Background: an optimization exercise with open tools, aiming at a short achievable clock period and few clock cycles. Do not read the settings as production practice.
The RTL was checked by simulation tests, not by an equivalence proof against the original design.
Power and IR drop assume default switching activity.

==> design/flow/design.v <==
module cpu
	(
		input  clk_i,
		input  rst_i,
		input  [15:0] mem_data_o,
		output [15:0] mem_data_i,
		output [6-1:0] mem_addr_i,
		output mem_we,
		output dbg_zf,
		output dbg_sf,
		output dbg_cf
	);
	reg        b_we;
	reg  [5:0] b_addr;
	reg [15:0] b_wd;
	reg  [2:0] b_fl;
	reg        rd_pend;
	reg  [5:0] rd_addr;
	reg        wb_v;
	reg  [5:0] wb_addr;
	reg [15:0] wb_wd;
	reg  [2:0] wb_fl;
	reg  [5:0] sweep;
	reg  [5:0] pc;
	reg        ex_v;
	reg [15:0] ex_insn;
	reg  [5:0] ex_pc;
	reg        ex_pred;
	reg [15:0] r1, r2, r3, r4, r5, r6, r7;
	reg zf, sf, cf, of;
	reg [63:0] mv;
	wire [15:0] mc [0:63];
	assign mem_we     = b_we;
	assign mem_addr_i = b_addr;
	assign mem_data_i = b_wd;
	assign dbg_zf     = b_fl[2];
	assign dbg_sf     = b_fl[1];
	assign dbg_cf     = b_fl[0];
	wire [4:0] op  = ex_insn[15:11];
	wire [2:0] rd  = ex_insn[10:8];
	wire [2:0] rs  = ex_insn[7:5];
	function [15:0] rsel(input [2:0] s);
		case (s)
			3'd1: rsel = r1;
			3'd2: rsel = r2;
			3'd3: rsel = r3;
			3'd4: rsel = r4;
			3'd5: rsel = r5;
			3'd6: rsel = r6;
			3'd7: rsel = r7;
			default: rsel = 16'h0;
		endcase
	endfunction
	wire [15:0] ra = rsel(rd);
	wire [15:0] rb = rsel(rs);
	wire is_alu = (op <= 5'd12);
	wire is_mov8 = (op == 5'd10) || (op == 5'd11);
	wire is_lw  = (op == 5'd25);
	wire is_sw  = (op == 5'd26);
	wire is_mem = is_lw || is_sw;
	wire is_sub = (op == 5'd8) || (op == 5'd12);
	wire is_bra = (op >= 5'd13) && (op <= 5'd24);
	wire is_jal = (op == 5'd24);
	wire [15:0] bop = is_mov8 ? {8'h00, ex_insn[7:0]} :
	                  (rs != 3'd0) ? rb : {11'h000, ex_insn[4:0]};
	wire [15:0] add_a = is_mem ? rb : ra;
	wire [15:0] add_b = is_mem ? {{11{ex_insn[4]}}, ex_insn[4:0]} :
	                    is_sub ? ~bop : bop;
	wire [16:0] add_s = {1'b0, add_a} + {1'b0, add_b} + {16'h0, is_sub};
	wire [15:0] add_r = add_s[15:0];
	wire add_c = is_sub ? ~add_s[16] : add_s[16];
	wire add_o = (add_a[15] == add_b[15]) && (add_r[15] != add_a[15]);
	wire [15:0] log_r = (op == 5'd0) ? (ra | bop) :
	                    (op == 5'd1) ? (ra & bop) : (ra ^ bop);
	wire [15:0] sll_r = ra << bop[3:0];
	wire [15:0] slr_r = ra >> bop[3:0];
	wire [5:0] ld_addr = add_r[5:0];
	wire ld_v    = mv[ld_addr];
	wire ld_byp  = rd_pend && (rd_addr == ld_addr);
	wire [15:0] ld_data = ld_v ? mc[ld_addr] : mem_data_o;
	wire ld_hit  = ld_v || ld_byp;
	reg [15:0] alu_r;
	always @(*) begin
		case (op)
			5'd0, 5'd1, 5'd2: alu_r = log_r;
			5'd3:  alu_r = sll_r;
			5'd4:  alu_r = slr_r;
			5'd5:  alu_r = ~ra;
			5'd6:  alu_r = 16'h0 - ra;
			5'd7, 5'd8: alu_r = add_r;
			5'd9:  alu_r = bop;
			5'd10: alu_r = {ex_insn[7:0], 8'h00};
			5'd11: alu_r = ra | {8'h00, ex_insn[7:0]};
			5'd24: alu_r = {10'h000, ex_pc + 6'd1};
			default: alu_r = ld_data;
		endcase
	end
	reg cond;
	always @(*) begin
		case (op)
			5'd13: cond = zf;
			5'd14: cond = !zf;
			5'd15: cond = !zf && (sf == of);
			5'd16: cond = !cf && !zf;
			5'd17: cond = (sf != of);
			5'd18: cond = cf;
			5'd19: cond = (sf == of);
			5'd20: cond = !cf;
			5'd21: cond = zf || (sf != of);
			5'd22: cond = cf || zf;
			default: cond = 1'b1;
		endcase
	end
	wire taken = is_bra && cond;
	wire [15:0] rt = is_jal ? r7 : ra;
	wire [5:0] br_tgt = (rd == 3'd0) ? ex_pc + ex_insn[5:0] : rt[5:0];
	wire ex_stall  = ex_v && is_lw && !ld_hit;
	wire ex_commit = ex_v && !ex_stall;
	wire redirect = ex_v && is_bra && (taken != ex_pred || (taken && rd != 3'd0));
	wire [5:0] redirect_pc = taken ? br_tgt : ex_pc + 6'd1;
	wire wr_en = ex_commit && (((op <= 5'd11) || is_lw) && rd != 3'd0 || is_jal);
	wire [2:0] wr_dst = is_jal ? 3'd7 : rd;
	wire fl_logic = (op <= 5'd2);
	wire fl_arith = (op == 5'd7) || is_sub || is_mem;
	wire [15:0] fl_r = fl_logic ? log_r : add_r;
	wire nz = (fl_r == 16'h0);
	wire st_commit = ex_commit && is_sw;
	wire [5:0] st_addr = add_r[5:0];
	wire [2:0] st_fl = {add_r == 16'h0, add_r[15], add_c};
	wire if_v    = mv[pc];
	wire if_byp  = rd_pend && (rd_addr == pc);
	wire if_hit  = if_v || if_byp;
	wire [15:0] if_data = if_v ? mc[pc] : mem_data_o;
	wire [4:0] if_op = if_data[15:11];
	wire if_pred = (if_data[10:8] == 3'd0) &&
		((if_op == 5'd23) || (if_op == 5'd24) ||
		 ((if_op >= 5'd13) && (if_op <= 5'd22) && if_data[7]));
	wire squash = st_commit && (st_addr == pc);
	function covered(input [5:0] a);
		covered = mv[a] || (rd_pend && rd_addr == a) || (!b_we && b_addr == a);
	endfunction
	wire [5:0] pc1 = pc + 6'd1;
	wire [5:0] pc2 = pc + 6'd2;
	wire [5:0] pc3 = pc + 6'd3;
	wire ld_req = ex_v && is_lw && !ld_hit && !(!b_we && b_addr == ld_addr);
	wire fill = rd_pend;
	genvar gi;
	generate
		for (gi = 0; gi < 64; gi = gi + 1) begin : g_mem
			reg [15:0] w;
			always @(posedge clk_i) begin
				if (st_commit && st_addr == gi)
					w <= ra;
				else if (fill && !mv[gi] && rd_addr == gi)
					w <= mem_data_o;
			end
			assign mc[gi] = w;
		end
	endgenerate
	always @(posedge clk_i, negedge rst_i)
	begin
		if ((!(rst_i))) begin
			mv <= 64'h0;
		end else begin
			if (fill)
				mv[rd_addr] <= 1'b1;
			if (st_commit)
				mv[st_addr] <= 1'b1;
		end
	end
	always @(posedge clk_i, negedge rst_i)
	begin
		if ((!(rst_i))) begin
			b_we    <= 1'b0;
			b_addr  <= 6'd0;
			b_wd    <= 16'h0;
			b_fl    <= 3'b0;
			rd_pend <= 1'b0;
			rd_addr <= 6'd0;
			wb_v    <= 1'b0;
			wb_addr <= 6'd0;
			wb_wd   <= 16'h0;
			wb_fl   <= 3'b0;
			sweep   <= 6'd0;
			pc      <= 6'd0;
			ex_v    <= 1'b0;
			ex_insn <= 16'h0;
			ex_pc   <= 6'd0;
			ex_pred <= 1'b0;
			r1 <= 16'h0; r2 <= 16'h0; r3 <= 16'h0; r4 <= 16'h0;
			r5 <= 16'h0; r6 <= 16'h0; r7 <= 16'h0;
			zf <= 1'b0; sf <= 1'b0; cf <= 1'b0; of <= 1'b0;
		end else begin
			rd_pend <= !b_we;
			rd_addr <= b_addr;
			if (wb_v) begin
				b_we <= 1'b1; b_addr <= wb_addr; b_wd <= wb_wd; b_fl <= wb_fl;
				wb_v <= st_commit;
			end else if (st_commit) begin
				b_we <= 1'b1; b_addr <= st_addr; b_wd <= ra; b_fl <= st_fl;
			end else begin
				b_we <= 1'b0;
				if (ld_req)
					b_addr <= ld_addr;
				else if (!covered(pc))
					b_addr <= pc;
				else if (!covered(pc1))
					b_addr <= pc1;
				else if (!covered(pc2))
					b_addr <= pc2;
				else if (!covered(pc3))
					b_addr <= pc3;
				else begin
					b_addr <= sweep;
					sweep  <= sweep + 6'd1;
				end
			end
			if (st_commit) begin
				wb_addr <= st_addr; wb_wd <= ra; wb_fl <= st_fl;
				if (wb_v)
					wb_v <= 1'b1;
			end
			if (wr_en) begin
				case (wr_dst)
					3'd1: r1 <= alu_r;
					3'd2: r2 <= alu_r;
					3'd3: r3 <= alu_r;
					3'd4: r4 <= alu_r;
					3'd5: r5 <= alu_r;
					3'd6: r6 <= alu_r;
					3'd7: r7 <= alu_r;
					default: ;
				endcase
			end
			if (ex_commit && (fl_logic && is_alu || fl_arith)) begin
				zf <= nz;
				sf <= fl_r[15];
				cf <= fl_logic ? 1'b0 : add_c;
				of <= fl_logic ? 1'b0 : add_o;
			end
			if (ex_stall) begin
			end else if (redirect) begin
				pc   <= redirect_pc;
				ex_v <= 1'b0;
			end else if (squash || !if_hit) begin
				ex_v <= 1'b0;
			end else begin
				ex_v    <= 1'b1;
				ex_insn <= if_data;
				ex_pc   <= pc;
				ex_pred <= if_pred;
				pc      <= if_pred ? pc + if_data[5:0] : pc1;
			end
		end
	end
endmodule
==> design/flow/run.sh <==
#!/bin/bash
# synth_recipe.tcl (not shown) runs the flow's synth.tcl, then flattens the netlist and writes it again
# the make line also repeats each setting of config.mk as NAME=value (left out here)
make -C /OpenROAD-flow-scripts/flow DESIGN_CONFIG=/design/flow/config.mk WORK_HOME=/design/flow/orfs CLKGATE_MAP_FILE= SYNTH_SCRIPT=/design/flow/synth_recipe.tcl finish
==> design/flow/config.mk <==
export PLATFORM = sky130hd
export DESIGN_NAME = cpu
export DESIGN_NICKNAME = cpu
export VERILOG_FILES = /design/flow/design.v
export SDC_FILE = /design/flow/constraint.sdc
export NUM_CORES = 4
export LEC_CHECK = 0
export CAP_MARGIN = 20
export CORE_MARGIN = 2
export CORE_UTILIZATION = 40
export PLACE_DENSITY = 0.6
export SETUP_SLACK_MARGIN = 3
export SLEW_MARGIN = 20
==> design/flow/constraint.sdc <==
create_clock -name core_clock -period 7.5 [get_ports {clk_i}]
set_input_delay 1.5000 -clock core_clock [delete_from_list [all_inputs] [get_ports {clk_i}]]
set_output_delay 1.5000 -clock core_clock [all_outputs]
set_load 0.01 [all_outputs]
==> impl_metrics.env <==
export IMPL_status="aborted with a tool error"
export IMPL_haltStage="global routing (5_1_grt)"
export IMPL_firstError="[ERROR GRT-0232] Routing congestion too high. Check the congestion heatmap in the GUI."
export IMPL_syn_cell_area_um2=78600
export IMPL_place_congestion=1.34
export IMPL_cts_sinks=1299
export IMPL_synth_edf_count=1024
export IMPL_place_ws_ns=-0.0886
export IMPL_cts_buffers=158
export IMPL_avgSynthCellArea_um2=9.51
export IMPL_cts_buffer_depth=3
export IMPL_syn_num_nets=8370
export IMPL_initial_core_util_pct=40.3
export IMPL_dieWidth_um=447
export IMPL_cts_root_buf="clkbuf_16"
export IMPL_yosysWarnings=1
export IMPL_async_flop_share_pct=21.2
export IMPL_grt_total_usage_pct=68.8
export IMPL_grt_max_degree=128
export IMPL_ios=44
export IMPL_dp_cells=10700
export IMPL_synthDistinctLibCells=106
export IMPL_synth_ff_type="edfxtp_1"
export IMPL_overflow=2
export IMPL_cts_hold_buffers=0
export IMPL_dp_hpwl_um=484000
export IMPL_htreeDepth=4
export IMPL_ys_seq_elements=1299
export IMPL_synth_seq_area_share_pct=47.8
export IMPL_rows=162
export IMPL_port_buffers=43
export IMPL_synthCells=8270
export IMPL_dieHeight_um=447
-- Yosys cell counts, types with 32 or more instances --
library cell	count	area (um^2)
ha_1	78	976
mux2i_1	110	1100
a2111oi_0	35	307
a221oi_1	90	788
clkbuf_1	668	2510
o31ai_1	80	601
a31oi_1	48	300
a222oi_1	46	460
a22oi_1	666	5000
nand2b_1	32	200
buf_2	64	320
nor4_1	54	338
nor2b_1	42	263
a21oi_1	389	1950
nand4_1	142	888
mux2_2	142	1600
a211oi_1	35	263
dfrtp_1	275	6880
and3_1	94	588
xnor2_1	95	832
nor2_1	425	1600
xor2_1	36	315
edfxtp_1	1024	30700
nand3_1	179	896
buf_1	89	334
mux4_2	90	2030
o21ai_0	1146	5740
nor3_1	111	556
inv_1	58	218
nand2_1	1354	5080
a22o_1	104	911
-- through the flow --
stage | TNS [ns] | hold slack, ns | instance area, um^2
2_1_floorplan | 0 | 0.433 | 83000
3_3_place_gp | -16.19 | 0.455 | 87200
3_5_place_dp | -0.624 | 0.466 | 87400
4_1_cts | 0 | 0.483 | 96100
-- how the worst min path moves through the flow --
stage	endpoint	cells after the start	from	slack, ns
floorplan	rd_addr[4]	0	b_addr[4]	0.43
global placement	wb_fl[2]	2	wb_fl[2]	0.46
detailed placement	wb_wd[14]	1	wb_wd[14]	0.47
CTS	wb_wd[8]	1	wb_wd[8]	0.48
-- cell families after synthesis --
logic type                 after synthesis  synth area share, %
AOI/OAI and AO/OA                     2906                 23.7
buffers and inverters                  914                 4.61
DFF                                   1299                 47.8
and+or+nand+nor                       2587                 14.8
muxes                                  343                 6.02
xor gates and xnor gates               139                 1.68
adders and majority gates               82                 1.34
-- power by group through the flow --
stage          Combinational (mW)  Clock, mW  Sequential (mW)
4_1_cts                      83.1       7.92             10.5
3_5_place_dp                 68.2          0             10.6
3_3_place_gp                 67.9          0             10.6
2_1_floorplan                35.3          0             9.46
-- metal layers --
layer | GRT usage, % | GRT overflow
met5 | 41.7 | 0
met4 | 56.0 | 0
met3 | 55.9 | 1
met2 | 78.7 | 1
met1 | 76.1 | 0
-- what timing repair did --
item | 4_1_cts
setup buffers | 182
resized for setup | 370
setup endpoints to repair | 2276
pin swaps | 126
gates cloned | 10
Testbench counts, summed over its fixed seeds: cycles 42,570.
